This design comes from an exercise in tuning for small area and a short achievable clock period on the open sky130 flow, not from production work.
No run shown here included a check of the RTL's function; only the layout flow was run.

## flow/design.v (module list and top-level ports; edited modules follow where they fit)
// module montgomery_kyber: 1569 lines
// module kfa: 6 lines
// module k_a21bo: 5 lines
// module k_a21oi: 5 lines
// module k_and2: 5 lines
// module k_inv: 5 lines
// module k_mux2i: 5 lines
// module k_nand2: 5 lines
// module k_nor2: 5 lines
// module k_o21ai: 5 lines
// module k_o21bai: 5 lines
// module k_or2: 5 lines
// module k_xnor2: 5 lines
// module k_xor2: 5 lines
module montgomery_kyber(clk, a, b, out);
  // ...
==> flow/flow/run.sh <==
#!/bin/bash
set -euo pipefail
MARGIN=${MARGIN:-5.5}
BUF=${BUF:-sky130_fd_sc_hd__buf_1}
RECOVER=${RECOVER:-0}
bash standard.sh "SETUP_SLACK_MARGIN=$MARGIN" \
  "BUFFER_PORTS_ARGS=-buffer_cell $BUF" "RECOVER_POWER=$RECOVER" finish > flow_make.log 2>&1
==> flow/standard.sh <==
#!/bin/bash
# synth_recipe.tcl (not shown) runs the flow's synth.tcl, then flattens the netlist and writes it again
# the make line also repeats each setting of config.mk as NAME=value (left out here)
make -C /OpenROAD-flow-scripts/flow DESIGN_CONFIG=/design/flow/config.mk WORK_HOME=/design/flow/orfs CLKGATE_MAP_FILE= SYNTH_SCRIPT=/design/flow/synth_recipe.tcl "${@:-finish}"
==> flow/config.mk <==
export PLATFORM = sky130hd
export DESIGN_NAME = montgomery_kyber
export DESIGN_NICKNAME = montgomery_kyber
export VERILOG_FILES = /design/flow/design.v
export SDC_FILE = /design/flow/constraint.sdc
export NUM_CORES = 4
export LEC_CHECK = 0
export CAP_MARGIN = 20
export CORE_MARGIN = 2
export CORE_UTILIZATION = 40
export CTS_BUF_LIST = sky130_fd_sc_hd__clkbuf_4 sky130_fd_sc_hd__clkbuf_8
export SETUP_SLACK_MARGIN = 5
export SLEW_MARGIN = 20
export SYNTH_HIERARCHICAL = 1
export SYNTH_MINIMUM_KEEP_SIZE = 0
==> flow/constraint.sdc <==
create_clock -name core_clock -period 12.0 [get_ports {clk}]
set_input_delay 2.4000 -clock core_clock [delete_from_list [all_inputs] [get_ports {clk}]]
set_output_delay 2.4000 -clock core_clock [all_outputs]
set_load 0.01 [all_outputs]
==> impl_metrics.env, run 1 <==
export IMPL_outcome="timing/DRC/antenna clean"
export IMPL_grt_util_all_layers_pct=16.69
export IMPL_worstMarginPinSlew_ns=0.6729
export IMPL_die_h_um=129.4
export IMPL_hold_class="in -> reg"
export IMPL_holdWs_ns=2.661
export IMPL_buffers=37
export IMPL_max_slew_margin_pct=55.14
export IMPL_setup_violations=0
export IMPL_worstSetupEndpoint="r[23]$_DFF_P_"
export IMPL_dpl_cell_area_sq_um=6693
export IMPL_yosys_cell_count_top_type="nand2_1"
export IMPL_syn2layout_area_growth_pct=7.683
export IMPL_instances_no_fill=984
export IMPL_grt_use_met2_pct=28.89
export IMPL_gp_congestion=0.7930
export IMPL_inv_count=55
export IMPL_yosysWarningCount=7
export IMPL_fin_setup_tns_ns=0
export IMPL_nMultiInputCombCells=652
export IMPL_crit_family="adder cells"
export IMPL_dpl_cell_count=980
export IMPL_highest_layer="met4"
export IMPL_cts_tree="done"
export IMPL_avgSynthCellArea_sq_um=8.587
export IMPL_numCtsBuffers=3
export IMPL_pre_cts_slack_ns=5.066
export IMPL_layout_nets=925
export IMPL_yosys_area_share_simple_pct=19.82
export IMPL_cts_root_buffer="clkbuf_8"
export IMPL_largest_reg_flops=25
export IMPL_worst_path_most_repeated_cell="fa_1"
export IMPL_grt_pass1_vias=4675
export IMPL_viasPerCell=4.760
export IMPL_grt_met1_usage_pct=23.74
==> run 2, diff against run 1 <==
--- a/flow/design.v
+++ b/flow/design.v
@@ -832,752 +832,626 @@
 k_xnor2 un413 (.a(n322), .b(n392), .y(n413));
 wire n414;
 k_xnor2 un414 (.a(n325), .b(n393), .y(n414));
 wire n415;
 k_xor2 un415 (.a(n328), .b(n394), .y(n415));
 wire n416;
 k_xnor2 un416 (.a(n271), .b(n396), .y(n416));
 wire n417;
-k_nor2 un417 (.a(n272), .b(n0), .y(n417));
+k_xnor2 un417 (.a(n0), .b(n272), .y(n417));
 wire n418;
-k_nand2 un418 (.a(n272), .b(n0), .y(n418));
+k_or2 un418 (.a(n0), .b(n272), .y(n418));
 wire n419;
-k_xor2 un419 (.a(n272), .b(n0), .y(n419));
-wire n420;
-k_nor2 un420 (.a(fs274), .b(n272), .y(n420));
+k_inv un419 (.a(n403), .y(n419));
+wire fs420, fc420;
+kfa ufs420 (.a(n272), .b(fs274), .c(n419), .s(fs420), .co(fc420));
 wire n421;
-k_nand2 un421 (.a(fs274), .b(n272), .y(n421));
-wire n422;
-k_xor2 un422 (.a(fs274), .b(n272), .y(n422));
+k_inv un421 (.a(n404), .y(n421));
+wire fs422, fc422;
+kfa ufs422 (.a(fs274), .b(fs275), .c(n421), .s(fs422), .co(fc422));
 wire n423;
-k_nor2 un423 (.a(fs275), .b(fs274), .y(n423));
+k_inv un423 (.a(n401), .y(n423));
 wire n424;
-k_nand2 un424 (.a(fs275), .b(fs274), .y(n424));
+k_nor2 un424 (.a(n423), .b(n0), .y(n424));
 wire n425;
-k_xor2 un425 (.a(fs275), .b(fs274), .y(n425));
+k_orn2 un425 (.a(n401), .b(n0), .y(n425));
 wire n426;
-k_inv un426 (.a(n0), .y(n426));
+k_xor2 un426 (.a(n401), .b(n0), .y(n426));
 wire n427;
-k_nand2 un427 (.a(n418), .b(n426), .y(n427));
+k_inv un427 (.a(n402), .y(n427));
 wire n428;
-k_a21oi un428 (.a(n424), .b(n420), .c(n423), .y(n428));
+k_nor2 un428 (.a(n427), .b(n417), .y(n428));
 wire n429;
-k_nand2 un429 (.a(n424), .b(n421), .y(n429));
+k_orn2 un429 (.a(n402), .b(n417), .y(n429));
 wire n430;
-k_a21oi un430 (.a(n421), .b(n417), .c(n420), .y(n430));
+k_xor2 un430 (.a(n402), .b(n417), .y(n430));
 wire n431;
-k_inv un431 (.a(n427), .y(n431));
+k_nor2 un431 (.a(fs420), .b(n418), .y(n431));
 wire n432;
-k_nand2 un432 (.a(n421), .b(n431), .y(n432));
+k_nand2 un432 (.a(fs420), .b(n418), .y(n432));
 wire n433;
-k_inv un433 (.a(n417), .y(n433));
+k_xor2 un433 (.a(fs420), .b(n418), .y(n433));
 wire n434;
-k_o21ai un434 (.a(n429), .b(n433), .c(n428), .y(n434));
+k_nor2 un434 (.a(fs422), .b(fc420), .y(n434));
 wire n435;
-k_nor2 un435 (.a(n429), .b(n427), .y(n435));
+k_nand2 un435 (.a(fs422), .b(fc420), .y(n435));
 wire n436;
-k_xor2 un436 (.a(n422), .b(n417), .y(n436));
+k_xor2 un436 (.a(fs422), .b(fc420), .y(n436));
 wire n437;
-k_xnor2 un437 (.a(n425), .b(n430), .y(n437));
-wire fs438, fc438;
-kfa ufs438 (.a(n0), .b(fc253), .c(fs254), .s(fs438), .co(fc438));
+k_a21oi un437 (.a(n429), .b(n424), .c(n428), .y(n437));
+wire n438;
+k_nand2 un438 (.a(n429), .b(n425), .y(n438));
 wire n439;
-k_inv un439 (.a(n419), .y(n439));
-wire fs440, fc440;
-kfa ufs440 (.a(n439), .b(fc254), .c(fs255), .s(fs440), .co(fc440));
+k_a21oi un439 (.a(n435), .b(n431), .c(n434), .y(n439));
+wire n440;
+k_nand2 un440 (.a(n435), .b(n432), .y(n440));
 wire n441;
-k_inv un441 (.a(n436), .y(n441));
-wire fs442, fc442;
-kfa ufs442 (.a(n441), .b(fc255), .c(fs256), .s(fs442), .co(fc442));
+k_inv un441 (.a(n437), .y(n441));
+wire n442;
+k_a21oi un442 (.a(n432), .b(n441), .c(n431), .y(n442));
 wire n443;
-k_inv un443 (.a(n437), .y(n443));
-wire fs444, fc444;
-kfa ufs444 (.a(n443), .b(fc256), .c(fs257), .s(fs444), .co(fc444));
+k_inv un443 (.a(n438), .y(n443));
+wire n444;
+k_nand2 un444 (.a(n432), .b(n443), .y(n444));
 wire n445;
-k_nor2 un445 (.a(fs440), .b(fc438), .y(n445));
+k_o21ai un445 (.a(n440), .b(n437), .c(n439), .y(n445));
 wire n446;
-k_nand2 un446 (.a(fs440), .b(fc438), .y(n446));
+k_nor2 un446 (.a(n440), .b(n438), .y(n446));
 wire n447;
-k_xor2 un447 (.a(fs440), .b(fc438), .y(n447));
+k_xnor2 un447 (.a(n430), .b(n424), .y(n447));
 wire n448;
-k_nor2 un448 (.a(fs442), .b(fc440), .y(n448));
+k_xnor2 un448 (.a(n433), .b(n437), .y(n448));
 wire n449;
-k_nand2 un449 (.a(fs442), .b(fc440), .y(n449));
+k_xnor2 un449 (.a(n436), .b(n442), .y(n449));
 wire n450;
-k_xor2 un450 (.a(fs442), .b(fc440), .y(n450));
+k_inv un450 (.a(n0), .y(n450));
 wire n451;
-k_nor2 un451 (.a(fs444), .b(fc442), .y(n451));
+k_inv un451 (.a(n272), .y(n451));
 wire n452;
-k_nand2 un452 (.a(fs444), .b(fc442), .y(n452));
+k_inv un452 (.a(fs274), .y(n452));
 wire n453;
-k_xor2 un453 (.a(fs444), .b(fc442), .y(n453));
+k_inv un453 (.a(fs275), .y(n453));
 wire n454;
-k_nor2 un454 (.a(fs438), .b(n348), .y(n454));
+k_inv un454 (.a(fs276), .y(n454));
 wire n455;
-k_a21oi un455 (.a(n449), .b(n445), .c(n448), .y(n455));
+k_inv un455 (.a(fs277), .y(n455));
+reg [24:0] r;
+always @(posedge clk) r <= {n398, n416, n415, n414, n413, n412, n411, n410, n409, n408, n407, n406, n405, n449, n448, n447, n426, n400, n399, n455, n454, n453, n452, n451, n450};
 wire n456;
-k_nand2 un456 (.a(n449), .b(n446), .y(n456));
+k_xnor2 un456 (.a(r[12]), .b(r[4]), .y(n456));
 wire n457;
-k_a21oi un457 (.a(n446), .b(n454), .c(n445), .y(n457));
-wire n458;
-k_inv un458 (.a(n454), .y(n458));
-wire n459;
-k_o21ai un459 (.a(n456), .b(n458), .c(n455), .y(n459));
-wire n460;
-k_a21oi un460 (.a(n452), .b(n459), .c(n451), .y(n460));
+k_or2 un457 (.a(r[12]), .b(r[4]), .y(n457));
+wire fs458, fc458;
+kfa ufs458 (.a(r[13]), .b(r[5]), .c(r[1]), .s(fs458), .co(fc458));
+wire fs459, fc459;
+kfa ufs459 (.a(r[14]), .b(r[6]), .c(r[2]), .s(fs459), .co(fc459));
+wire fs460, fc460;
+kfa ufs460 (.a(r[15]), .b(r[7]), .c(r[3]), .s(fs460), .co(fc460));
 wire n461;
-k_xor2 un461 (.a(fs438), .b(n348), .y(n461));
-wire n462;
-k_xor2 un462 (.a(n447), .b(n454), .y(n462));
-wire n463;
-k_xnor2 un463 (.a(n450), .b(n457), .y(n463));
-wire n464;
-k_xor2 un464 (.a(n453), .b(n459), .y(n464));
-wire n465;
-k_inv un465 (.a(n272), .y(n465));
-wire n466;
-k_inv un466 (.a(fs274), .y(n466));
+k_inv un461 (.a(r[16]), .y(n461));
+wire fs462, fc462;
+kfa ufs462 (.a(n461), .b(r[8]), .c(r[6]), .s(fs462), .co(fc462));
+wire fs463, fc463;
+kfa ufs463 (.a(r[17]), .b(r[9]), .c(r[5]), .s(fs463), .co(fc463));
+wire fs464, fc464;
+kfa ufs464 (.a(r[18]), .b(r[10]), .c(r[8]), .s(fs464), .co(fc464));
+wire fs465, fc465;
+kfa ufs465 (.a(r[19]), .b(r[11]), .c(r[7]), .s(fs465), .co(fc465));
+wire hs466, hc466;
+kha uhs466 (.a(r[10]), .b(r[8]), .s(hs466), .co(hc466));
 wire n467;
-k_inv un467 (.a(fs275), .y(n467));
+k_xnor2 un467 (.a(r[21]), .b(r[9]), .y(n467));
 wire n468;
-k_inv un468 (.a(fs276), .y(n468));
+k_or2 un468 (.a(r[21]), .b(r[9]), .y(n468));
 wire n469;
-k_inv un469 (.a(fs277), .y(n469));
-reg [24:0] r;
-always @(posedge clk) r <= {n398, n416, n415, n414, n413, n412, n411, n410, n409, n408, n407, n406, n405, n464, n463, n462, n461, n400, n399, n469, n468, n467, n466, n465, n426};
+k_xnor2 un469 (.a(r[9]), .b(r[1]), .y(n469));
 wire n470;
-k_xnor2 un470 (.a(r[12]), .b(r[4]), .y(n470));
+k_or2 un470 (.a(r[9]), .b(r[1]), .y(n470));
 wire n471;
-k_or2 un471 (.a(r[12]), .b(r[4]), .y(n471));
+k_inv un471 (.a(r[0]), .y(n471));
 wire fs472, fc472;
-kfa ufs472 (.a(r[13]), .b(r[5]), .c(r[1]), .s(fs472), .co(fc472));
-wire fs473, fc473;
-kfa ufs473 (.a(r[14]), .b(r[6]), .c(r[2]), .s(fs473), .co(fc473));
+kfa ufs472 (.a(r[10]), .b(r[2]), .c(n471), .s(fs472), .co(fc472));
+wire n473;
+k_inv un473 (.a(r[1]), .y(n473));
 wire fs474, fc474;
-kfa ufs474 (.a(r[15]), .b(r[7]), .c(r[3]), .s(fs474), .co(fc474));
-wire fs475, fc475;
-kfa ufs475 (.a(r[16]), .b(r[8]), .c(r[4]), .s(fs475), .co(fc475));
+kfa ufs474 (.a(r[11]), .b(r[3]), .c(n473), .s(fs474), .co(fc474));
+wire n475;
+k_inv un475 (.a(r[2]), .y(n475));
 wire fs476, fc476;
-kfa ufs476 (.a(r[17]), .b(r[9]), .c(r[5]), .s(fs476), .co(fc476));
-wire fs477, fc477;
-kfa ufs477 (.a(r[18]), .b(r[10]), .c(r[6]), .s(fs477), .co(fc477));
+kfa ufs476 (.a(n475), .b(r[0]), .c(n456), .s(fs476), .co(fc476));
+wire n477;
+k_inv un477 (.a(r[3]), .y(n477));
 wire fs478, fc478;
-kfa ufs478 (.a(r[19]), .b(r[11]), .c(r[7]), .s(fs478), .co(fc478));
+kfa ufs478 (.a(n477), .b(n457), .c(fs458), .s(fs478), .co(fc478));
 wire n479;
-k_xnor2 un479 (.a(r[20]), .b(r[8]), .y(n479));
-wire n480;
-k_or2 un480 (.a(r[20]), .b(r[8]), .y(n480));
+k_inv un479 (.a(r[4]), .y(n479));
+wire fs480, fc480;
+kfa ufs480 (.a(n479), .b(fc458), .c(fs459), .s(fs480), .co(fc480));
 wire n481;
-k_xnor2 un481 (.a(r[21]), .b(r[9]), .y(n481));
-wire n482;
-k_or2 un482 (.a(r[21]), .b(r[9]), .y(n482));
+k_inv un481 (.a(r[5]), .y(n481));
+wire fs482, fc482;
+kfa ufs482 (.a(n481), .b(fc459), .c(fs460), .s(fs482), .co(fc482));
 wire n483;
-k_xnor2 un483 (.a(r[8]), .b(r[0]), .y(n483));
-wire n484;
-k_or2 un484 (.a(r[8]), .b(r[0]), .y(n484));
+k_inv un483 (.a(fs462), .y(n483));
+wire fs484, fc484;
+kfa ufs484 (.a(r[4]), .b(fc460), .c(n483), .s(fs484), .co(fc484));
 wire n485;
-k_xnor2 un485 (.a(r[9]), .b(r[1]), .y(n485));
-wire n486;
-k_or2 un486 (.a(r[9]), .b(r[1]), .y(n486));
-wire n487;
-k_inv un487 (.a(r[0]), .y(n487));
-wire fs488, fc488;
-kfa ufs488 (.a(r[10]), .b(r[2]), .c(n487), .s(fs488), .co(fc488));
-wire n489;
-k_inv un489 (.a(r[1]), .y(n489));
-wire fs490, fc490;
-kfa ufs490 (.a(r[11]), .b(r[3]), .c(n489), .s(fs490), .co(fc490));
-wire n491;
-k_inv un491 (.a(r[2]), .y(n491));
-wire fs492, fc492;
-kfa ufs492 (.a(n491), .b(r[0]), .c(n470), .s(fs492), .co(fc492));
-wire n493;
-k_inv un493 (.a(r[3]), .y(n493));
+k_inv un485 (.a(fs463), .y(n485));
+wire fs486, fc486;
+kfa ufs486 (.a(r[7]), .b(fc462), .c(n485), .s(fs486), .co(fc486));
+wire fs487, fc487;
+kfa ufs487 (.a(r[6]), .b(fc463), .c(fs464), .s(fs487), .co(fc487));
+wire n488;
+k_inv un488 (.a(r[9]), .y(n488));
+wire fs489, fc489;
+kfa ufs489 (.a(n488), .b(fc464), .c(fs465), .s(fs489), .co(fc489));
+wire n490;
+k_inv un490 (.a(hs466), .y(n490));
+wire fs491, fc491;
+kfa ufs491 (.a(r[20]), .b(n490), .c(fc465), .s(fs491), .co(fc491));
+wire n492;
+k_inv un492 (.a(n467), .y(n492));
+wire fs493, fc493;
+kfa ufs493 (.a(r[11]), .b(n492), .c(hc466), .s(fs493), .co(fc493));
 wire fs494, fc494;
-kfa ufs494 (.a(n493), .b(n471), .c(fs472), .s(fs494), .co(fc494));
+kfa ufs494 (.a(r[22]), .b(r[10]), .c(n468), .s(fs494), .co(fc494));
 wire n495;
-k_inv un495 (.a(r[4]), .y(n495));
-wire fs496, fc496;
-kfa ufs496 (.a(n495), .b(fc472), .c(fs473), .s(fs496), .co(fc496));
+k_xnor2 un495 (.a(r[23]), .b(r[11]), .y(n495));
+wire n496;
+k_or2 un496 (.a(r[23]), .b(r[11]), .y(n496));
 wire n497;
-k_inv un497 (.a(r[5]), .y(n497));
-wire fs498, fc498;
-kfa ufs498 (.a(n497), .b(fc473), .c(fs474), .s(fs498), .co(fc498));
+k_nor2 un497 (.a(r[0]), .b(r[8]), .y(n497));
+wire n498;
+k_nand2 un498 (.a(r[0]), .b(r[8]), .y(n498));
 wire n499;
-k_inv un499 (.a(r[6]), .y(n499));
-wire fs500, fc500;
-kfa ufs500 (.a(n499), .b(fc474), .c(fs475), .s(fs500), .co(fc500));
+k_inv un499 (.a(r[8]), .y(n499));
+wire n500;
+k_nor2 un500 (.a(n499), .b(n469), .y(n500));
 wire n501;
-k_inv un501 (.a(r[7]), .y(n501));
-wire fs502, fc502;
-kfa ufs502 (.a(n501), .b(fc475), .c(fs476), .s(fs502), .co(fc502));
+k_orn2 un501 (.a(r[8]), .b(n469), .y(n501));
+wire n502;
+k_nor2 un502 (.a(n470), .b(fs472), .y(n502));
 wire n503;
-k_inv un503 (.a(r[8]), .y(n503));
-wire fs504, fc504;
-kfa ufs504 (.a(n503), .b(fc476), .c(fs477), .s(fs504), .co(fc504));
+k_nand2 un503 (.a(n470), .b(fs472), .y(n503));
+wire n504;
+k_nor2 un504 (.a(fc472), .b(fs474), .y(n504));
 wire n505;
-k_inv un505 (.a(r[9]), .y(n505));
-wire fs506, fc506;
-kfa ufs506 (.a(n505), .b(fc477), .c(fs478), .s(fs506), .co(fc506));
+k_nand2 un505 (.a(fc472), .b(fs474), .y(n505));
+wire n506;
+k_nor2 un506 (.a(r[1]), .b(r[0]), .y(n506));
 wire n507;
-k_inv un507 (.a(r[10]), .y(n507));
-wire fs508, fc508;
-kfa ufs508 (.a(n507), .b(n479), .c(fc478), .s(fs508), .co(fc508));
+k_nor2 un507 (.a(r[3]), .b(r[2]), .y(n507));
+wire n508;
+k_nor2 un508 (.a(r[5]), .b(r[4]), .y(n508));
 wire n509;
-k_inv un509 (.a(r[11]), .y(n509));
-wire fs510, fc510;
-kfa ufs510 (.a(n509), .b(n480), .c(n481), .s(fs510), .co(fc510));
-wire fs511, fc511;
-kfa ufs511 (.a(r[22]), .b(r[10]), .c(n482), .s(fs511), .co(fc511));
+k_nor2 un509 (.a(r[7]), .b(r[6]), .y(n509));
+wire n510;
+k_a21oi un510 (.a(n501), .b(n497), .c(n500), .y(n510));
+wire n511;
+k_nand2 un511 (.a(n501), .b(n498), .y(n511));
 wire n512;
-k_xnor2 un512 (.a(r[23]), .b(r[11]), .y(n512));
+k_a21oi un512 (.a(n505), .b(n502), .c(n504), .y(n512));
 wire n513;
-k_or2 un513 (.a(r[23]), .b(r[11]), .y(n513));
+k_nand2 un513 (.a(n505), .b(n503), .y(n513));
 wire n514;
-k_nor2 un514 (.a(n484), .b(n485), .y(n514));
+k_nand2 un514 (.a(n475), .b(n506), .y(n514));
 wire n515;
-k_nand2 un515 (.a(n484), .b(n485), .y(n515));
+k_nand2 un515 (.a(n507), .b(n506), .y(n515));
 wire n516;
-k_nor2 un516 (.a(n486), .b(fs488), .y(n516));
+k_inv un516 (.a(r[6]), .y(n516));
 wire n517;
-k_nand2 un517 (.a(n486), .b(fs488), .y(n517));
+k_nand2 un517 (.a(n516), .b(n508), .y(n517));
 wire n518;
-k_nor2 un518 (.a(fc488), .b(fs490), .y(n518));
+k_nand2 un518 (.a(n509), .b(n508), .y(n518));
 wire n519;
-k_nand2 un519 (.a(fc488), .b(fs490), .y(n519));
+k_inv un519 (.a(n510), .y(n519));
 wire n520;
-k_nor2 un520 (.a(r[1]), .b(r[0]), .y(n520));
+k_a21oi un520 (.a(n503), .b(n519), .c(n502), .y(n520));
 wire n521;
-k_nor2 un521 (.a(r[3]), .b(r[2]), .y(n521));
+k_inv un521 (.a(n511), .y(n521));
 wire n522;
-k_nor2 un522 (.a(r[5]), .b(r[4]), .y(n522));
+k_nand2 un522 (.a(n503), .b(n521), .y(n522));
 wire n523;
-k_nor2 un523 (.a(r[7]), .b(r[6]), .y(n523));
+k_o21ai un523 (.a(n513), .b(n510), .c(n512), .y(n523));
 wire n524;
-k_inv un524 (.a(n483), .y(n524));
+k_nor2 un524 (.a(n513), .b(n511), .y(n524));
 wire n525;
-k_a21oi un525 (.a(n515), .b(n524), .c(n514), .y(n525));
+k_nor2 un525 (.a(r[4]), .b(n515), .y(n525));
 wire n526;
-k_a21oi un526 (.a(n519), .b(n516), .c(n518), .y(n526));
+k_inv un526 (.a(n508), .y(n526));
 wire n527;
-k_nand2 un527 (.a(n519), .b(n517), .y(n527));
+k_nor2 un527 (.a(n526), .b(n515), .y(n527));
 wire n528;
-k_nand2 un528 (.a(n491), .b(n520), .y(n528));
+k_nor2 un528 (.a(n517), .b(n515), .y(n528));
 wire n529;
-k_nand2 un529 (.a(n521), .b(n520), .y(n529));
+k_nor2 un529 (.a(n518), .b(n515), .y(n529));
 wire n530;
-k_nand2 un530 (.a(n499), .b(n522), .y(n530));
+k_nand2 un530 (.a(n498), .b(n529), .y(n530));
 wire n531;
-k_nand2 un531 (.a(n523), .b(n522), .y(n531));
+k_inv un531 (.a(n529), .y(n531));
 wire n532;
-k_inv un532 (.a(n525), .y(n532));
+k_nor2 un532 (.a(n511), .b(n531), .y(n532));
 wire n533;
-k_a21oi un533 (.a(n517), .b(n532), .c(n516), .y(n533));
+k_nor2 un533 (.a(n522), .b(n531), .y(n533));
 wire n534;
-k_nand2 un534 (.a(n517), .b(n515), .y(n534));
+k_nand2 un534 (.a(n524), .b(n529), .y(n534));
 wire n535;
-k_o21ai un535 (.a(n527), .b(n525), .c(n526), .y(n535));
+k_nor2 un535 (.a(fc474), .b(fs476), .y(n535));
 wire n536;
-k_inv un536 (.a(n515), .y(n536));
+k_nand2 un536 (.a(fc474), .b(fs476), .y(n536));
 wire n537;
-k_nor2 un537 (.a(n527), .b(n536), .y(n537));
+k_xor2 un537 (.a(fc474), .b(fs476), .y(n537));
 wire n538;
-k_nor2 un538 (.a(r[4]), .b(n529), .y(n538));
+k_nor2 un538 (.a(fc476), .b(fs478), .y(n538));
 wire n539;
-k_inv un539 (.a(n522), .y(n539));
+k_nand2 un539 (.a(fc476), .b(fs478), .y(n539));
 wire n540;
-k_nor2 un540 (.a(n539), .b(n529), .y(n540));
+k_xor2 un540 (.a(fc476), .b(fs478), .y(n540));
 wire n541;
-k_nor2 un541 (.a(n530), .b(n529), .y(n541));
+k_nor2 un541 (.a(fc478), .b(fs480), .y(n541));
 wire n542;
-k_nor2 un542 (.a(n531), .b(n529), .y(n542));
+k_nand2 un542 (.a(fc478), .b(fs480), .y(n542));
 wire n543;
-k_nand2 un543 (.a(n515), .b(n542), .y(n543));
+k_xor2 un543 (.a(fc478), .b(fs480), .y(n543));
 wire n544;
-k_inv un544 (.a(n542), .y(n544));
+k_nor2 un544 (.a(fc480), .b(fs482), .y(n544));
 wire n545;
-k_nor2 un545 (.a(n534), .b(n544), .y(n545));
+k_nand2 un545 (.a(fc480), .b(fs482), .y(n545));
 wire n546;
-k_nand2 un546 (.a(n537), .b(n542), .y(n546));
+k_xor2 un546 (.a(fc480), .b(fs482), .y(n546));
 wire n547;
-k_nor2 un547 (.a(fc490), .b(fs492), .y(n547));
+k_nor2 un547 (.a(fc482), .b(fs484), .y(n547));
 wire n548;
-k_nand2 un548 (.a(fc490), .b(fs492), .y(n548));
+k_nand2 un548 (.a(fc482), .b(fs484), .y(n548));
 wire n549;
-k_xor2 un549 (.a(fc490), .b(fs492), .y(n549));
+k_xor2 un549 (.a(fc482), .b(fs484), .y(n549));
 wire n550;
-k_nor2 un550 (.a(fc492), .b(fs494), .y(n550));
+k_inv un550 (.a(fs486), .y(n550));
 wire n551;
-k_nand2 un551 (.a(fc492), .b(fs494), .y(n551));
+k_nor2 un551 (.a(n550), .b(fc484), .y(n551));
 wire n552;
-k_xor2 un552 (.a(fc492), .b(fs494), .y(n552));
+k_orn2 un552 (.a(fs486), .b(fc484), .y(n552));
 wire n553;
-k_nor2 un553 (.a(fc494), .b(fs496), .y(n553));
+k_xor2 un553 (.a(fs486), .b(fc484), .y(n553));
 wire n554;
-k_nand2 un554 (.a(fc494), .b(fs496), .y(n554));
+k_inv un554 (.a(fc486), .y(n554));
 wire n555;
-k_xor2 un555 (.a(fc494), .b(fs496), .y(n555));
+k_nor2 un555 (.a(n554), .b(fs487), .y(n555));
 wire n556;
-k_nor2 un556 (.a(fc496), .b(fs498), .y(n556));
+k_orn2 un556 (.a(fc486), .b(fs487), .y(n556));
 wire n557;
-k_nand2 un557 (.a(fc496), .b(fs498), .y(n557));
+k_xor2 un557 (.a(fc486), .b(fs487), .y(n557));
 wire n558;
-k_xor2 un558 (.a(fc496), .b(fs498), .y(n558));
+k_nor2 un558 (.a(fc487), .b(fs489), .y(n558));
 wire n559;
-k_nor2 un559 (.a(fc498), .b(fs500), .y(n559));
+k_nand2 un559 (.a(fc487), .b(fs489), .y(n559));
 wire n560;
-k_nand2 un560 (.a(fc498), .b(fs500), .y(n560));
+k_xor2 un560 (.a(fc487), .b(fs489), .y(n560));
 wire n561;
-k_xor2 un561 (.a(fc498), .b(fs500), .y(n561));
+k_nor2 un561 (.a(fs491), .b(fc489), .y(n561));
 wire n562;
-k_nor2 un562 (.a(fc500), .b(fs502), .y(n562));
+k_nand2 un562 (.a(fs491), .b(fc489), .y(n562));
 wire n563;
-k_nand2 un563 (.a(fc500), .b(fs502), .y(n563));
+k_xor2 un563 (.a(fs491), .b(fc489), .y(n563));
 wire n564;
-k_xor2 un564 (.a(fc500), .b(fs502), .y(n564));
+k_inv un564 (.a(fs493), .y(n564));
 wire n565;
-k_nor2 un565 (.a(fc502), .b(fs504), .y(n565));
+k_nor2 un565 (.a(n564), .b(fc491), .y(n565));
 wire n566;
-k_nand2 un566 (.a(fc502), .b(fs504), .y(n566));
+k_orn2 un566 (.a(fs493), .b(fc491), .y(n566));
 wire n567;
-k_xor2 un567 (.a(fc502), .b(fs504), .y(n567));
+k_xor2 un567 (.a(fs493), .b(fc491), .y(n567));
 wire n568;
-k_nor2 un568 (.a(fc504), .b(fs506), .y(n568));
+k_inv un568 (.a(fc493), .y(n568));
 wire n569;
-k_nand2 un569 (.a(fc504), .b(fs506), .y(n569));
+k_nor2 un569 (.a(n568), .b(fs494), .y(n569));
 wire n570;
-k_xor2 un570 (.a(fc504), .b(fs506), .y(n570));
+k_orn2 un570 (.a(fc493), .b(fs494), .y(n570));
 wire n571;
-k_nor2 un571 (.a(fs508), .b(fc506), .y(n571));
+k_xor2 un571 (.a(fc493), .b(fs494), .y(n571));
 wire n572;
-k_nand2 un572 (.a(fs508), .b(fc506), .y(n572));
+k_nor2 un572 (.a(n495), .b(fc494), .y(n572));
 wire n573;
-k_xor2 un573 (.a(fs508), .b(fc506), .y(n573));
+k_nand2 un573 (.a(n495), .b(fc494), .y(n573));
 wire n574;
-k_nor2 un574 (.a(fs510), .b(fc508), .y(n574));
+k_xor2 un574 (.a(n495), .b(fc494), .y(n574));
 wire n575;
-k_nand2 un575 (.a(fs510), .b(fc508), .y(n575));
+k_nor2 un575 (.a(r[24]), .b(n496), .y(n575));
 wire n576;
-k_xor2 un576 (.a(fs510), .b(fc508), .y(n576));
+k_nand2 un576 (.a(r[24]), .b(n496), .y(n576));
 wire n577;
-k_nor2 un577 (.a(fs511), .b(fc510), .y(n577));
+k_xor2 un577 (.a(r[24]), .b(n496), .y(n577));
 wire n578;
-k_nand2 un578 (.a(fs511), .b(fc510), .y(n578));
+k_a21oi un578 (.a(n536), .b(n523), .c(n535), .y(n578));
 wire n579;
-k_xor2 un579 (.a(fs511), .b(fc510), .y(n579));
+k_a21oi un579 (.a(n542), .b(n538), .c(n541), .y(n579));
 wire n580;
-k_nor2 un580 (.a(n512), .b(fc511), .y(n580));
+k_nand2 un580 (.a(n542), .b(n539), .y(n580));
 wire n581;
-k_nand2 un581 (.a(n512), .b(fc511), .y(n581));
+k_a21oi un581 (.a(n548), .b(n544), .c(n547), .y(n581));
 wire n582;
-k_xor2 un582 (.a(n512), .b(fc511), .y(n582));
+k_nand2 un582 (.a(n548), .b(n545), .y(n582));
 wire n583;
-k_nor2 un583 (.a(r[24]), .b(n513), .y(n583));
+k_a21oi un583 (.a(n556), .b(n551), .c(n555), .y(n583));
 wire n584;
-k_nand2 un584 (.a(r[24]), .b(n513), .y(n584));
+k_nand2 un584 (.a(n556), .b(n552), .y(n584));
 wire n585;
-k_xor2 un585 (.a(r[24]), .b(n513), .y(n585));
+k_a21oi un585 (.a(n562), .b(n558), .c(n561), .y(n585));
 wire n586;
-k_a21oi un586 (.a(n548), .b(n535), .c(n547), .y(n586));
+k_nand2 un586 (.a(n562), .b(n559), .y(n586));
 wire n587;
-k_a21oi un587 (.a(n554), .b(n550), .c(n553), .y(n587));
+k_a21oi un587 (.a(n570), .b(n565), .c(n569), .y(n587));
 wire n588;
-k_nand2 un588 (.a(n554), .b(n551), .y(n588));
+k_nand2 un588 (.a(n570), .b(n566), .y(n588));
 wire n589;
-k_a21oi un589 (.a(n560), .b(n556), .c(n559), .y(n589));
+k_a21oi un589 (.a(n576), .b(n572), .c(n575), .y(n589));
 wire n590;
-k_nand2 un590 (.a(n560), .b(n557), .y(n590));
+k_nand2 un590 (.a(n576), .b(n573), .y(n590));
 wire n591;
-k_a21oi un591 (.a(n566), .b(n562), .c(n565), .y(n591));
+k_inv un591 (.a(n578), .y(n591));
 wire n592;
-k_nand2 un592 (.a(n566), .b(n563), .y(n592));
+k_a21oi un592 (.a(n539), .b(n591), .c(n538), .y(n592));
 wire n593;
-k_a21oi un593 (.a(n572), .b(n568), .c(n571), .y(n593));
+k_o21ai un593 (.a(n580), .b(n578), .c(n579), .y(n593));
 wire n594;
-k_nand2 un594 (.a(n572), .b(n569), .y(n594));
+k_inv un594 (.a(n581), .y(n594));
 wire n595;
-k_a21oi un595 (.a(n578), .b(n574), .c(n577), .y(n595));
+k_a21oi un595 (.a(n552), .b(n594), .c(n551), .y(n595));
 wire n596;
-k_nand2 un596 (.a(n578), .b(n575), .y(n596));
+k_inv un596 (.a(n552), .y(n596));
 wire n597;
-k_a21oi un597 (.a(n584), .b(n580), .c(n583), .y(n597));
+k_nor2 un597 (.a(n596), .b(n582), .y(n597));
 wire n598;
-k_nand2 un598 (.a(n584), .b(n581), .y(n598));
+k_o21ai un598 (.a(n584), .b(n581), .c(n583), .y(n598));
 wire n599;
-k_inv un599 (.a(n586), .y(n599));
+k_nor2 un599 (.a(n584), .b(n582), .y(n599));
 wire n600;
-k_a21oi un600 (.a(n551), .b(n599), .c(n550), .y(n600));
+k_inv un600 (.a(n585), .y(n600));
 wire n601;
-k_o21ai un601 (.a(n588), .b(n586), .c(n587), .y(n601));
+k_a21oi un601 (.a(n566), .b(n600), .c(n565), .y(n601));
 wire n602;
-k_inv un602 (.a(n589), .y(n602));
+k_inv un602 (.a(n566), .y(n602));
 wire n603;
-k_a21oi un603 (.a(n563), .b(n602), .c(n562), .y(n603));
+k_nor2 un603 (.a(n602), .b(n586), .y(n603));
 wire n604;
-k_inv un604 (.a(n563), .y(n604));
+k_o21ai un604 (.a(n588), .b(n585), .c(n587), .y(n604));
 wire n605;
-k_nor2 un605 (.a(n604), .b(n590), .y(n605));
+k_nor2 un605 (.a(n588), .b(n586), .y(n605));
 wire n606;
-k_o21ai un606 (.a(n592), .b(n589), .c(n591), .y(n606));
+k_a21oi un606 (.a(n545), .b(n593), .c(n544), .y(n606));
 wire n607;
-k_nor2 un607 (.a(n592), .b(n590), .y(n607));
+k_inv un607 (.a(n593), .y(n607));
 wire n608;
-k_inv un608 (.a(n593), .y(n608));
+k_o21ai un608 (.a(n582), .b(n607), .c(n581), .y(n608));
 wire n609;
-k_a21oi un609 (.a(n575), .b(n608), .c(n574), .y(n609));
+k_a21bo un609 (.a(n597), .b(n593), .c(n595), .y(n609));
 wire n610;
-k_inv un610 (.a(n575), .y(n610));
+k_a21oi un610 (.a(n599), .b(n593), .c(n598), .y(n610));
 wire n611;
-k_nor2 un611 (.a(n610), .b(n594), .y(n611));
+k_a21oi un611 (.a(n573), .b(n604), .c(n572), .y(n611));
 wire n612;
-k_o21ai un612 (.a(n596), .b(n593), .c(n595), .y(n612));
+k_nand2 un612 (.a(n573), .b(n605), .y(n612));
 wire n613;
-k_nor2 un613 (.a(n596), .b(n594), .y(n613));
+k_inv un613 (.a(n604), .y(n613));
 wire n614;
-k_a21oi un614 (.a(n557), .b(n601), .c(n556), .y(n614));
+k_o21ai un614 (.a(n590), .b(n613), .c(n589), .y(n614));
 wire n615;
-k_inv un615 (.a(n601), .y(n615));
+k_inv un615 (.a(n590), .y(n615));
 wire n616;
-k_o21ai un616 (.a(n590), .b(n615), .c(n589), .y(n616));
+k_nand2 un616 (.a(n615), .b(n605), .y(n616));
 wire n617;
-k_a21bo un617 (.a(n605), .b(n601), .c(n603), .y(n617));
+k_inv un617 (.a(n610), .y(n617));
 wire n618;
-k_a21oi un618 (.a(n607), .b(n601), .c(n606), .y(n618));
+k_a21oi un618 (.a(n559), .b(n617), .c(n558), .y(n618));
 wire n619;
-k_a21oi un619 (.a(n581), .b(n612), .c(n580), .y(n619));
+k_o21ai un619 (.a(n586), .b(n610), .c(n585), .y(n619));
 wire n620;
-k_nand2 un620 (.a(n581), .b(n613), .y(n620));
+k_inv un620 (.a(n603), .y(n620));
 wire n621;
-k_inv un621 (.a(n612), .y(n621));
+k_o21ai un621 (.a(n620), .b(n610), .c(n601), .y(n621));
 wire n622;
-k_o21ai un622 (.a(n598), .b(n621), .c(n597), .y(n622));
+k_a21oi un622 (.a(n605), .b(n617), .c(n604), .y(n622));
 wire n623;
-k_inv un623 (.a(n598), .y(n623));
+k_o21ai un623 (.a(n612), .b(n610), .c(n611), .y(n623));
 wire n624;
-k_nand2 un624 (.a(n623), .b(n613), .y(n624));
+k_o21bai un624 (.a(n616), .b(n610), .c(n614), .y(n624));
 wire n625;
-k_inv un625 (.a(n618), .y(n625));
+k_xor2 un625 (.a(n537), .b(n523), .y(n625));
 wire n626;
-k_a21oi un626 (.a(n569), .b(n625), .c(n568), .y(n626));
+k_xnor2 un626 (.a(n540), .b(n578), .y(n626));
 wire n627;
-k_o21ai un627 (.a(n594), .b(n618), .c(n593), .y(n627));
+k_xnor2 un627 (.a(n543), .b(n592), .y(n627));
 wire n628;
-k_inv un628 (.a(n611), .y(n628));
+k_xor2 un628 (.a(n546), .b(n593), .y(n628));
 wire n629;
-k_o21ai un629 (.a(n628), .b(n618), .c(n609), .y(n629));
+k_xnor2 un629 (.a(n549), .b(n606), .y(n629));
 wire n630;
-k_a21oi un630 (.a(n613), .b(n625), .c(n612), .y(n630));
+k_xnor2 un630 (.a(n553), .b(n608), .y(n630));
 wire n631;
-k_o21ai un631 (.a(n620), .b(n618), .c(n619), .y(n631));
+k_xnor2 un631 (.a(n557), .b(n609), .y(n631));
 wire n632;
-k_o21bai un632 (.a(n624), .b(n618), .c(n622), .y(n632));
+k_xnor2 un632 (.a(n560), .b(n610), .y(n632));
 wire n633;
-k_xnor2 un633 (.a(n549), .b(n535), .y(n633));
+k_xnor2 un633 (.a(n563), .b(n618), .y(n633));
 wire n634;
-k_xor2 un634 (.a(n552), .b(n586), .y(n634));
+k_xnor2 un634 (.a(n567), .b(n619), .y(n634));
 wire n635;
-k_xor2 un635 (.a(n555), .b(n600), .y(n635));
+k_xnor2 un635 (.a(n571), .b(n621), .y(n635));
 wire n636;
-k_xnor2 un636 (.a(n558), .b(n601), .y(n636));
+k_xnor2 un636 (.a(n574), .b(n622), .y(n636));
 wire n637;
-k_xor2 un637 (.a(n561), .b(n614), .y(n637));
+k_xor2 un637 (.a(n577), .b(n623), .y(n637));
 wire n638;
-k_xnor2 un638 (.a(n564), .b(n616), .y(n638));
+k_nand2 un638 (.a(n625), .b(n637), .y(n638));
 wire n639;
-k_xnor2 un639 (.a(n567), .b(n617), .y(n639));
+k_nor2 un639 (.a(n625), .b(n637), .y(n639));
 wire n640;
-k_xor2 un640 (.a(n570), .b(n618), .y(n640));
+k_xor2 un640 (.a(n625), .b(n637), .y(n640));
 wire n641;
-k_xor2 un641 (.a(n573), .b(n626), .y(n641));
+k_nand2 un641 (.a(n633), .b(n637), .y(n641));
 wire n642;
-k_xnor2 un642 (.a(n576), .b(n627), .y(n642));
+k_nor2 un642 (.a(n633), .b(n637), .y(n642));
 wire n643;
-k_xnor2 un643 (.a(n579), .b(n629), .y(n643));
+k_xor2 un643 (.a(n633), .b(n637), .y(n643));
 wire n644;
-k_xor2 un644 (.a(n582), .b(n630), .y(n644));
+k_nand2 un644 (.a(n635), .b(n637), .y(n644));
 wire n645;
-k_xor2 un645 (.a(n585), .b(n631), .y(n645));
+k_nor2 un645 (.a(n635), .b(n637), .y(n645));
 wire n646;
-k_xor2 un646 (.a(fc490), .b(fs492), .y(n646));
+k_xor2 un646 (.a(n635), .b(n637), .y(n646));
 wire n647;
-k_and2 un647 (.a(fc490), .b(fs492), .y(n647));
+k_nand2 un647 (.a(n636), .b(n637), .y(n647));
 wire n648;
-k_xnor2 un648 (.a(fc492), .b(fs494), .y(n648));
+k_nor2 un648 (.a(n636), .b(n637), .y(n648));
 wire n649;
-k_or2 un649 (.a(fc492), .b(fs494), .y(n649));
+k_xor2 un649 (.a(n636), .b(n637), .y(n649));
 wire n650;
-k_xnor2 un650 (.a(fc494), .b(fs496), .y(n650));
+k_inv un650 (.a(n626), .y(n650));
 wire n651;
-k_or2 un651 (.a(fc494), .b(fs496), .y(n651));
+k_nor2 un651 (.a(n650), .b(n638), .y(n651));
 wire n652;
-k_xnor2 un652 (.a(fc496), .b(fs498), .y(n652));
+k_nor2 un652 (.a(n650), .b(n639), .y(n652));
 wire n653;
-k_or2 un653 (.a(fc496), .b(fs498), .y(n653));
+k_nand2 un653 (.a(n628), .b(n627), .y(n653));
 wire n654;
-k_xnor2 un654 (.a(fc498), .b(fs500), .y(n654));
+k_nand2 un654 (.a(n630), .b(n629), .y(n654));
 wire n655;
-k_or2 un655 (.a(fc498), .b(fs500), .y(n655));
+k_nand2 un655 (.a(n632), .b(n631), .y(n655));
 wire n656;
-k_xnor2 un656 (.a(fc500), .b(fs502), .y(n656));
+k_inv un656 (.a(n634), .y(n656));
 wire n657;
-k_or2 un657 (.a(fc500), .b(fs502), .y(n657));
+k_nor2 un657 (.a(n656), .b(n641), .y(n657));
 wire n658;
-k_xnor2 un658 (.a(fc502), .b(fs504), .y(n658));
+k_nor2 un658 (.a(n656), .b(n642), .y(n658));
 wire n659;
-k_or2 un659 (.a(fc502), .b(fs504), .y(n659));
+k_o21ai un659 (.a(n648), .b(n644), .c(n647), .y(n659));
 wire n660;
-k_xnor2 un660 (.a(fc504), .b(fs506), .y(n660));
+k_nor2 un660 (.a(n648), .b(n645), .y(n660));
 wire n661;
-k_or2 un661 (.a(fc504), .b(fs506), .y(n661));
+k_nand2 un661 (.a(n627), .b(n651), .y(n661));
 wire n662;
-k_xor2 un662 (.a(fs508), .b(fc506), .y(n662));
+k_nand2 un662 (.a(n627), .b(n652), .y(n662));
 wire n663;
-k_and2 un663 (.a(fs508), .b(fc506), .y(n663));
+k_inv un663 (.a(n653), .y(n663));
 wire n664;
-k_xnor2 un664 (.a(fs510), .b(fc508), .y(n664));
+k_nand2 un664 (.a(n663), .b(n651), .y(n664));
 wire n665;
-k_or2 un665 (.a(fs510), .b(fc508), .y(n665));
+k_nand2 un665 (.a(n663), .b(n652), .y(n665));
 wire n666;
-k_xor2 un666 (.a(fs511), .b(fc510), .y(n666));
+k_inv un666 (.a(n631), .y(n666));
 wire n667;
-k_and2 un667 (.a(fs511), .b(fc510), .y(n667));
+k_nor2 un667 (.a(n666), .b(n654), .y(n667));
 wire n668;
-k_xor2 un668 (.a(n512), .b(fc511), .y(n668));
+k_nor2 un668 (.a(n655), .b(n654), .y(n668));
 wire n669;
-k_and2 un669 (.a(n512), .b(fc511), .y(n669));
+k_inv un669 (.a(n657), .y(n669));
 wire n670;
-k_xnor2 un670 (.a(r[24]), .b(n513), .y(n670));
+k_o21ai un670 (.a(n645), .b(n669), .c(n644), .y(n670));
 wire n671;
-k_or2 un671 (.a(r[24]), .b(n513), .y(n671));
+k_inv un671 (.a(n645), .y(n671));
 wire n672;
-k_nor2 un672 (.a(n648), .b(n647), .y(n672));
+k_nand2 un672 (.a(n671), .b(n658), .y(n672));
 wire n673;
-k_nand2 un673 (.a(n648), .b(n647), .y(n673));
+k_a21oi un673 (.a(n660), .b(n657), .c(n659), .y(n673));
 wire n674;
-k_xor2 un674 (.a(n648), .b(n647), .y(n674));
+k_nand2 un674 (.a(n660), .b(n658), .y(n674));
 wire n675;
-k_nor2 un675 (.a(n650), .b(n649), .y(n675));
+k_inv un675 (.a(n629), .y(n675));
 wire n676;
-k_nand2 un676 (.a(n650), .b(n649), .y(n676));
+k_nor2 un676 (.a(n675), .b(n664), .y(n676));
 wire n677;
-k_xor2 un677 (.a(n650), .b(n649), .y(n677));
+k_nor2 un677 (.a(n675), .b(n665), .y(n677));
 wire n678;
-k_nor2 un678 (.a(n652), .b(n651), .y(n678));
+k_nor2 un678 (.a(n654), .b(n664), .y(n678));
 wire n679;
-k_nand2 un679 (.a(n652), .b(n651), .y(n679));
+k_nor2 un679 (.a(n654), .b(n665), .y(n679));
 wire n680;
-k_xor2 un680 (.a(n652), .b(n651), .y(n680));
+k_inv un680 (.a(n667), .y(n680));
 wire n681;
-k_nor2 un681 (.a(n654), .b(n653), .y(n681));
+k_nor2 un681 (.a(n680), .b(n664), .y(n681));
 wire n682;
-k_nand2 un682 (.a(n654), .b(n653), .y(n682));
+k_nor2 un682 (.a(n680), .b(n665), .y(n682));
 wire n683;
-k_xor2 un683 (.a(n654), .b(n653), .y(n683));
+k_inv un683 (.a(n668), .y(n683));
 wire n684;
-k_nor2 un684 (.a(n656), .b(n655), .y(n684));
+k_nor2 un684 (.a(n683), .b(n664), .y(n684));
 wire n685;
-k_nand2 un685 (.a(n656), .b(n655), .y(n685));
+k_nor2 un685 (.a(n683), .b(n665), .y(n685));
 wire n686;
-k_xor2 un686 (.a(n656), .b(n655), .y(n686));
+k_inv un686 (.a(n684), .y(n686));
 wire n687;
-k_nor2 un687 (.a(n658), .b(n657), .y(n687));
+k_o21ai un687 (.a(n642), .b(n686), .c(n641), .y(n687));
 wire n688;
-k_nand2 un688 (.a(n658), .b(n657), .y(n688));
+k_inv un688 (.a(n642), .y(n688));
 wire n689;
-k_xor2 un689 (.a(n658), .b(n657), .y(n689));
+k_nand2 un689 (.a(n688), .b(n685), .y(n689));
 wire n690;
-k_nor2 un690 (.a(n660), .b(n659), .y(n690));
+k_a21oi un690 (.a(n658), .b(n684), .c(n657), .y(n690));
 wire n691;
-k_nand2 un691 (.a(n660), .b(n659), .y(n691));
+k_nand2 un691 (.a(n658), .b(n685), .y(n691));
 wire n692;
-k_xor2 un692 (.a(n660), .b(n659), .y(n692));
+k_inv un692 (.a(n672), .y(n692));
 wire n693;
-k_nor2 un693 (.a(n662), .b(n661), .y(n693));
+k_a21oi un693 (.a(n692), .b(n684), .c(n670), .y(n693));
 wire n694;
-k_nand2 un694 (.a(n662), .b(n661), .y(n694));
+k_nand2 un694 (.a(n692), .b(n685), .y(n694));
 wire n695;
-k_xor2 un695 (.a(n662), .b(n661), .y(n695));
+k_o21ai un695 (.a(n674), .b(n686), .c(n673), .y(n695));
 wire n696;
-k_nor2 un696 (.a(n664), .b(n663), .y(n696));
+k_inv un696 (.a(n674), .y(n696));
 wire n697;
-k_nand2 un697 (.a(n664), .b(n663), .y(n697));
+k_nand2 un697 (.a(n696), .b(n685), .y(n697));
 wire n698;
-k_xor2 un698 (.a(n664), .b(n663), .y(n698));
+k_xnor2 un698 (.a(n626), .b(n638), .y(n698));
 wire n699;
-k_nor2 un699 (.a(n666), .b(n665), .y(n699));
+k_xor2 un699 (.a(n627), .b(n651), .y(n699));
 wire n700;
-k_nand2 un700 (.a(n666), .b(n665), .y(n700));
+k_xnor2 un700 (.a(n628), .b(n661), .y(n700));
 wire n701;
-k_xor2 un701 (.a(n666), .b(n665), .y(n701));
+k_xnor2 un701 (.a(n629), .b(n664), .y(n701));
 wire n702;
-k_nor2 un702 (.a(n668), .b(n667), .y(n702));
+k_xor2 un702 (.a(n630), .b(n676), .y(n702));
 wire n703;
-k_nand2 un703 (.a(n668), .b(n667), .y(n703));
+k_xor2 un703 (.a(n631), .b(n678), .y(n703));
 wire n704;
-k_xor2 un704 (.a(n668), .b(n667), .y(n704));
+k_xor2 un704 (.a(n632), .b(n681), .y(n704));
 wire n705;
-k_nor2 un705 (.a(n670), .b(n669), .y(n705));
+k_xor2 un705 (.a(n643), .b(n684), .y(n705));
 wire n706;
-k_nand2 un706 (.a(n670), .b(n669), .y(n706));
+k_xor2 un706 (.a(n634), .b(n687), .y(n706));
 wire n707;
-k_xor2 un707 (.a(n670), .b(n669), .y(n707));
+k_xnor2 un707 (.a(n646), .b(n690), .y(n707));
 wire n708;
-k_inv un708 (.a(n646), .y(n708));
-wire n709;
-k_nand2 un709 (.a(n708), .b(n535), .y(n709));
-wire n710;
-k_a21oi un710 (.a(n676), .b(n672), .c(n675), .y(n710));
-wire n711;
-k_nand2 un711 (.a(n676), .b(n673), .y(n711));
-wire n712;
-k_a21oi un712 (.a(n682), .b(n678), .c(n681), .y(n712));
-wire n713;
-k_nand2 un713 (.a(n682), .b(n679), .y(n713));
-wire n714;
-k_a21oi un714 (.a(n688), .b(n684), .c(n687), .y(n714));
-wire n715;
-k_nand2 un715 (.a(n688), .b(n685), .y(n715));
-wire n716;
-k_a21oi un716 (.a(n694), .b(n690), .c(n693), .y(n716));
-wire n717;
-k_nand2 un717 (.a(n694), .b(n691), .y(n717));
-wire n718;
-k_a21oi un718 (.a(n700), .b(n696), .c(n699), .y(n718));
-wire n719;
-k_nand2 un719 (.a(n700), .b(n697), .y(n719));
-wire n720;
-k_a21oi un720 (.a(n706), .b(n702), .c(n705), .y(n720));
-wire n721;
-k_nand2 un721 (.a(n706), .b(n703), .y(n721));
-wire n722;
-k_inv un722 (.a(n709), .y(n722));
-wire n723;
-k_a21oi un723 (.a(n673), .b(n722), .c(n672), .y(n723));
-wire n724;
-k_o21ai un724 (.a(n711), .b(n709), .c(n710), .y(n724));
-wire n725;
-k_inv un725 (.a(n712), .y(n725));
-wire n726;
-k_a21oi un726 (.a(n685), .b(n725), .c(n684), .y(n726));
-wire n727;
-k_inv un727 (.a(n685), .y(n727));
-wire n728;
-k_nor2 un728 (.a(n727), .b(n713), .y(n728));
-wire n729;
-k_o21ai un729 (.a(n715), .b(n712), .c(n714), .y(n729));
-wire n730;
-k_nor2 un730 (.a(n715), .b(n713), .y(n730));
-wire n731;
-k_inv un731 (.a(n716), .y(n731));
-wire n732;
-k_a21oi un732 (.a(n697), .b(n731), .c(n696), .y(n732));
-wire n733;
-k_inv un733 (.a(n697), .y(n733));
-wire n734;
-k_nor2 un734 (.a(n733), .b(n717), .y(n734));
-wire n735;
-k_o21ai un735 (.a(n719), .b(n716), .c(n718), .y(n735));
-wire n736;
-k_nor2 un736 (.a(n719), .b(n717), .y(n736));
-wire n737;
-k_a21oi un737 (.a(n679), .b(n724), .c(n678), .y(n737));
-wire n738;
-k_inv un738 (.a(n724), .y(n738));
-wire n739;
-k_o21ai un739 (.a(n713), .b(n738), .c(n712), .y(n739));
-wire n740;
-k_a21bo un740 (.a(n728), .b(n724), .c(n726), .y(n740));
-wire n741;
-k_a21oi un741 (.a(n730), .b(n724), .c(n729), .y(n741));
-wire n742;
-k_a21oi un742 (.a(n703), .b(n735), .c(n702), .y(n742));
-wire n743;
-k_nand2 un743 (.a(n703), .b(n736), .y(n743));
-wire n744;
-k_inv un744 (.a(n735), .y(n744));
-wire n745;
-k_o21ai un745 (.a(n721), .b(n744), .c(n720), .y(n745));
-wire n746;
-k_inv un746 (.a(n721), .y(n746));
-wire n747;
-k_nand2 un747 (.a(n746), .b(n736), .y(n747));
-wire n748;
-k_inv un748 (.a(n741), .y(n748));
-wire n749;
-k_a21oi un749 (.a(n691), .b(n748), .c(n690), .y(n749));
-wire n750;
-k_o21ai un750 (.a(n717), .b(n741), .c(n716), .y(n750));
-wire n751;
-k_inv un751 (.a(n734), .y(n751));
-wire n752;
-k_o21ai un752 (.a(n751), .b(n741), .c(n732), .y(n752));
-wire n753;
-k_a21oi un753 (.a(n736), .b(n748), .c(n735), .y(n753));
-wire n754;
-k_o21ai un754 (.a(n743), .b(n741), .c(n742), .y(n754));
-wire n755;
-k_o21bai un755 (.a(n747), .b(n741), .c(n745), .y(n755));
-wire n756;
-k_xor2 un756 (.a(n646), .b(n535), .y(n756));
-wire n757;
-k_xor2 un757 (.a(n674), .b(n709), .y(n757));
-wire n758;
-k_xor2 un758 (.a(n677), .b(n723), .y(n758));
-wire n759;
-k_xnor2 un759 (.a(n680), .b(n724), .y(n759));
-wire n760;
-k_xor2 un760 (.a(n683), .b(n737), .y(n760));
-wire n761;
-k_xnor2 un761 (.a(n686), .b(n739), .y(n761));
-wire n762;
-k_xnor2 un762 (.a(n689), .b(n740), .y(n762));
-wire n763;
-k_xor2 un763 (.a(n692), .b(n741), .y(n763));
-wire n764;
-k_xor2 un764 (.a(n695), .b(n749), .y(n764));
-wire n765;
-k_xnor2 un765 (.a(n698), .b(n750), .y(n765));
-wire n766;
-k_xnor2 un766 (.a(n701), .b(n752), .y(n766));
-wire n767;
-k_xor2 un767 (.a(n704), .b(n753), .y(n767));
-wire n768;
-k_xnor2 un768 (.a(n707), .b(n754), .y(n768));
-wire o0;
-k_mux2i uo0 (.s(n645), .a(n633), .b(n756), .y(out[0]));
-wire o1;
-k_mux2i uo1 (.s(n645), .a(n634), .b(n757), .y(out[1]));
-wire o2;
-k_mux2i uo2 (.s(n645), .a(n635), .b(n758), .y(out[2]));
-wire o3;
-k_mux2i uo3 (.s(n645), .a(n636), .b(n759), .y(out[3]));
-wire o4;
-k_mux2i uo4 (.s(n645), .a(n637), .b(n760), .y(out[4]));
-wire o5;
-k_mux2i uo5 (.s(n645), .a(n638), .b(n761), .y(out[5]));
-wire o6;
-k_mux2i uo6 (.s(n645), .a(n639), .b(n762), .y(out[6]));
-wire o7;
-k_mux2i uo7 (.s(n645), .a(n640), .b(n763), .y(out[7]));
-wire o8;
-k_mux2i uo8 (.s(n645), .a(n641), .b(n764), .y(out[8]));
-wire o9;
-k_mux2i uo9 (.s(n645), .a(n642), .b(n765), .y(out[9]));
-wire o10;
-k_mux2i uo10 (.s(n645), .a(n643), .b(n766), .y(out[10]));
-wire o11;
-k_mux2i uo11 (.s(n645), .a(n644), .b(n767), .y(out[11]));
+k_xnor2 un708 (.a(n649), .b(n693), .y(n708));
+assign out[0] = n640;
+assign out[1] = n698;
+assign out[2] = n699;
+assign out[3] = n700;
+assign out[4] = n701;
+assign out[5] = n702;
+assign out[6] = n703;
+assign out[7] = n704;
+assign out[8] = n705;
+assign out[9] = n706;
+assign out[10] = n707;
+assign out[11] = n708;
 endmodule
 module kfa(a, b, c, s, co);
 input a, b, c;
 output s, co;
 assign s = a ^ b ^ c;
 assign co = (a & b) | (a & c) | (b & c);
 endmodule
+module kha(a, b, s, co);
+input a, b;
+output s, co;
+assign s = a ^ b;
+assign co = a & b;
+endmodule
 module k_a21bo(a, b, c, y);
 input a, b, c;
 output y;
 assign y = (a & b) | ~c;
 endmodule
 module k_a21oi(a, b, c, y);
 input a, b, c;
 output y;
@@ -1588,21 +1462,16 @@
 output y;
 assign y = a & b;
 endmodule
 module k_inv(a, y);
 input a;
 output y;
 assign y = ~a;
 endmodule
-module k_mux2i(s, a, b, y);
-input s, a, b;
-output y;
-assign y = ~(s ? b : a);
-endmodule
 module k_nand2(a, b, y);
 input a, b;
 output y;
 assign y = ~(a & b);
 endmodule
 module k_nor2(a, b, y);
 input a, b;
 output y;
@@ -1618,16 +1487,21 @@
 output y;
 assign y = ~((a | b) & ~c);
 endmodule
 module k_or2(a, b, y);
 input a, b;
 output y;
 assign y = a | b;
 endmodule
+module k_orn2(a, b, y);
+input a, b;
+output y;
+assign y = a | ~b;
+endmodule
 module k_xnor2(a, b, y);
 input a, b;
 output y;
 assign y = ~(a ^ b);
 endmodule
 module k_xor2(a, b, y);
 input a, b;
 output y;
==> flow/flow/run.sh (replaced) <==
#!/bin/bash
set -euo pipefail
MARGIN=${MARGIN:-5.75}
BUF=${BUF:-sky130_fd_sc_hd__buf_1}
RECOVER=${RECOVER:-0}
bash standard.sh "SETUP_SLACK_MARGIN=$MARGIN" \
  "BUFFER_PORTS_ARGS=-buffer_cell $BUF" "RECOVER_POWER=$RECOVER" finish > flow_make.log 2>&1
==> impl_metrics.env, run 2 <==
export IMPL_outcome="timing/DRC/antenna clean"
export IMPL_drc_errors=0
export IMPL_synth_seq_area_share_pct=8.525
export IMPL_num_rows=44
export IMPL_seqCellArea_sq_um=511.7
export IMPL_syn2layout_area_growth_pct=11.15
export IMPL_initial_core_util_pct=40.70
export IMPL_grt_pass1_vias=4633
export IMPL_syn_cell_area_sq_um=5871
export IMPL_h_tree_depth=1
export IMPL_cp_required_ns=12.19
export IMPL_path_clk_slew_ns=0.08
export IMPL_fin_setup_tns_ns=0
export IMPL_core_area_sq_um=14420
export IMPL_synth_edf_count=0
export IMPL_layout_commonest_cell="nand2_1"
export IMPL_first_pass_iters=4
export IMPL_start_kind="input pin"
export IMPL_ys_seq_elements=25
export IMPL_min_to="r[0]$_DFF_P_"
export IMPL_finalMaxSlewViolations=0
export IMPL_vias=4345
export IMPL_routedWlPerCell_um=14.27
export IMPL_yosys_area_top_type="fa_1"
export IMPL_netlist_top_cells_area="fa_1 (42%), nand2_1 (13%), dfxtp_1 (8.5%)"
export IMPL_grt_max_degree=16
export IMPL_cp_max_fo=12
export IMPL_fillCellCount=1441
export IMPL_port_buffers=36
export IMPL_synth_top_cell_area_share_pct=42.28
export IMPL_crit_family="adder cells"
export IMPL_path_buf_inv=2
export IMPL_numCtsBuffers=3
export IMPL_largest_reg_flops=25
export IMPL_routed_wl_um=12840
export IMPL_synthTopCellsByCount="nand2_1 (202), fa_1 (124), inv_1 (62)"
export IMPL_async_reset_ff_share_pct=0
export IMPL_rsz0062_at_grt="true"
export IMPL_largest_register="r"
export IMPL_place_hpwl_um=10740
export IMPL_critPathKind="in -> reg"
export IMPL_dpl_cell_area_sq_um=6153
export IMPL_hold_viol_final=0
export IMPL_worst_path_most_repeated_cell="fa_1"
export IMPL_antenna_found_initial=0
export IMPL_min_delay_path_depth=3
export IMPL_layout_nets=867
export IMPL_num_antenna_cells=0
export IMPL_avgSynthCellArea_sq_um=8.633
export IMPL_antenna_left=0
export IMPL_layout_min_cycle_time_ns=6.091
export IMPL_die_h_um=125.1
export IMPL_crit_arrival_ns=6.28
export IMPL_max_slew_margin_pct=66.00
export IMPL_cts_tree="done"
export IMPL_crit_slowest_cell="fa_1"
export IMPL_synthFlopType="dfxtp_1"
export IMPL_hold_class="in -> reg"
export IMPL_end_kind="register"
export IMPL_cts_root_buffer="clkbuf_8"
export IMPL_slowest_delay_ns=0.61
export IMPL_fin_area_sq_um=6525
export IMPL_drive_above_1_share_pct=15.78
export IMPL_synth_distinct_cells=16
export IMPL_gr_total_overflow=0
export IMPL_multiInputGateArea_sq_um=5199
export IMPL_fmax_mhz=164.2
export IMPL_worstMarginPinSlew_ns=0.5063
export IMPL_setup_violations=0
export IMPL_ios=37
export IMPL_synth_nets=830
export IMPL_min_from="a[0]"
export IMPL_drtIter0Drc=183
export IMPL_grt_util_all_layers_pct=16.77
export IMPL_crit_chain="buf_6, nand2_2, fa_1, fa_1, fa_2, fa_1, fa_1, xor2_1, xor2_1, inv_1, fa_1, xor2_1, xnor2_1"
export IMPL_die_area_sq_um=15660
export IMPL_top_regs="r (25)"
export IMPL_drv_cap=0
export IMPL_cts_sinks=25
export IMPL_gp_congestion=0.8845
export IMPL_synthCells=680
export IMPL_grt_pass1_wl_um=21780
export IMPL_yosys_cell_count_top_type="nand2_1"
export IMPL_die_width_um=125.1
export IMPL_min_period_over_period_pct=50.76
export IMPL_yosysWarningCount=7
export IMPL_viasPerCell=4.828
export IMPL_final_cell_mix="nand2_1 (197), fa_1 (123), inv_1 (62)"
export IMPL_cts_buffer_depth=2
==> run 2: through the flow <==
| stage | std cells | setup slack, ns | utilization [%] | hold WS (ns) |
|---|---|---|---|---|
| floorplan | 680 | 5.801 | - | 2.589 |
| global placement | 888 | 5.160 | 42.66 | 3.050 |
| detailed placement | 888 | 5.052 | 42.66 | 3.080 |
| CTS | 895 | 5.677 | 43.56 | 2.638 |
| global route | 900 | 5.686 | 45.24 | 2.553 |
| finish | 900 | 5.909 | 45.24 | 2.544 |
==> run 2: kinds of logic after synthesis <==
logic type	share of synthesized area, %
and+or+nand+nor	19.37
adders and majority gates	42.50
xor gates and xnor gates	15.52
buffers and inverters	5.499
AOI/OAI and AO/OA	8.589
DFF	8.525
==> run 2: routing by layer <==
metal  GRT usage, %  wire [um]  vias to the layer above
li1               -          -                     2124
met3          1.326        604                       15
met4          4.118        195                        0
met1          22.18       5613                     2106
met5              0          0                        -
met2          29.96       6426                      100
==> run 2: how the worst max path moves through the flow <==
stage	from	endpoint	slack [ns]	depth (start not counted)
6_report	a[2]	r[11]$_DFF_P_	5.91	13
5_1_grt	r[16]$_DFF_P_	out[9]	5.69	18
4_1_cts	r[8]$_DFF_P_	out[9]	5.68	16
3_5_place_dp	b[2]	r[11]$_DFF_P_	5.05	17
3_3_place_gp	b[2]	r[11]$_DFF_P_	5.16	17
2_1_floorplan	r[6]$_DFF_P_	out[9]	5.80	16
==> run 2: modules after synthesis, one instance, submodules excluded, excerpt <==
| module | flops+latches | area [sq um] | times used |
|---|---|---|---|
| k_xnor2 | 0 | 8.758 | 47 |
| k_orn2 | 0 | 6.256 | 6 |
| k_or2 | 0 | 6.256 | 17 |
| montgomery_kyber | 25 | 590.6 | 1 |
| k_and2 | 0 | 6.256 | 4 |
| k_a21oi | 0 | 8.758 | 41 |
| k_xor2 | 0 | 8.758 | 57 |
| kfa | 0 | 20.02 | 124 |
| k_nor2 | 0 | 3.754 | 56 |
| k_o21bai | 0 | 7.507 | 2 |
| kha | 0 | 12.51 | 1 |
| k_a21bo | 0 | 10.01 | 2 |
| k_nand2 | 0 | 3.754 | 202 |
| k_inv | 0 | 3.754 | 62 |
==> run 2: timing repair <==
item                       CTS  global route
hold buffers                 0             0
pin swaps                    1            15
setup endpoints to repair   23            14
buffers inserted             3             5
resized for setup           33            71
==> run 2: area by class of cell <==
| type | instances | share of cell area, % |
|---|---|---|
| clock buffers | 3 | 0.6328 |
| repair buffers | 44 | 4.640 |
| well taps | 184 | 3.528 |
| multi-input cells | 581 | 79.67 |
| clock inverters | 1 | 0.1151 |
| flip-flops and latches | 25 | 7.843 |
| inverters | 62 | 3.567 |

## separate check: timing with driven ports
The flow's constraints put no driver on any port. The routed layouts listed below were extracted and timed again, unchanged, in two steps.
Step 1 (the two cells are an assumption about what drives the block):
set clk [get_ports {clk}]
set_driving_cell -lib_cell sky130_fd_sc_hd__clkbuf_16 $clk
set_driving_cell -lib_cell sky130_fd_sc_hd__buf_2 [delete_from_list [all_inputs] $clk]
Step 2 moves the port delays by t, midway between the first and last clock arrival at a register: inputs arrive t later, outputs are due t later. That takes back most of the time a late clock gives input paths.
Three values: ideal, step 1, step 2; two values: the first two.
run	shift t [ns]	slack for setup (ns)	worst data-port slew with drivers (ns)	pins driven straight from the clock port
run 1	0.292	5.753 / 5.758 / 5.466	0.03	1
run 2	0.293	5.909 / 5.893 / 5.600	0.04	1
After both steps every run listed still meets setup and hold. The setup slack of run 2, which loses most, moves by -0.016 ns with the drivers and by -0.309 ns with both steps.
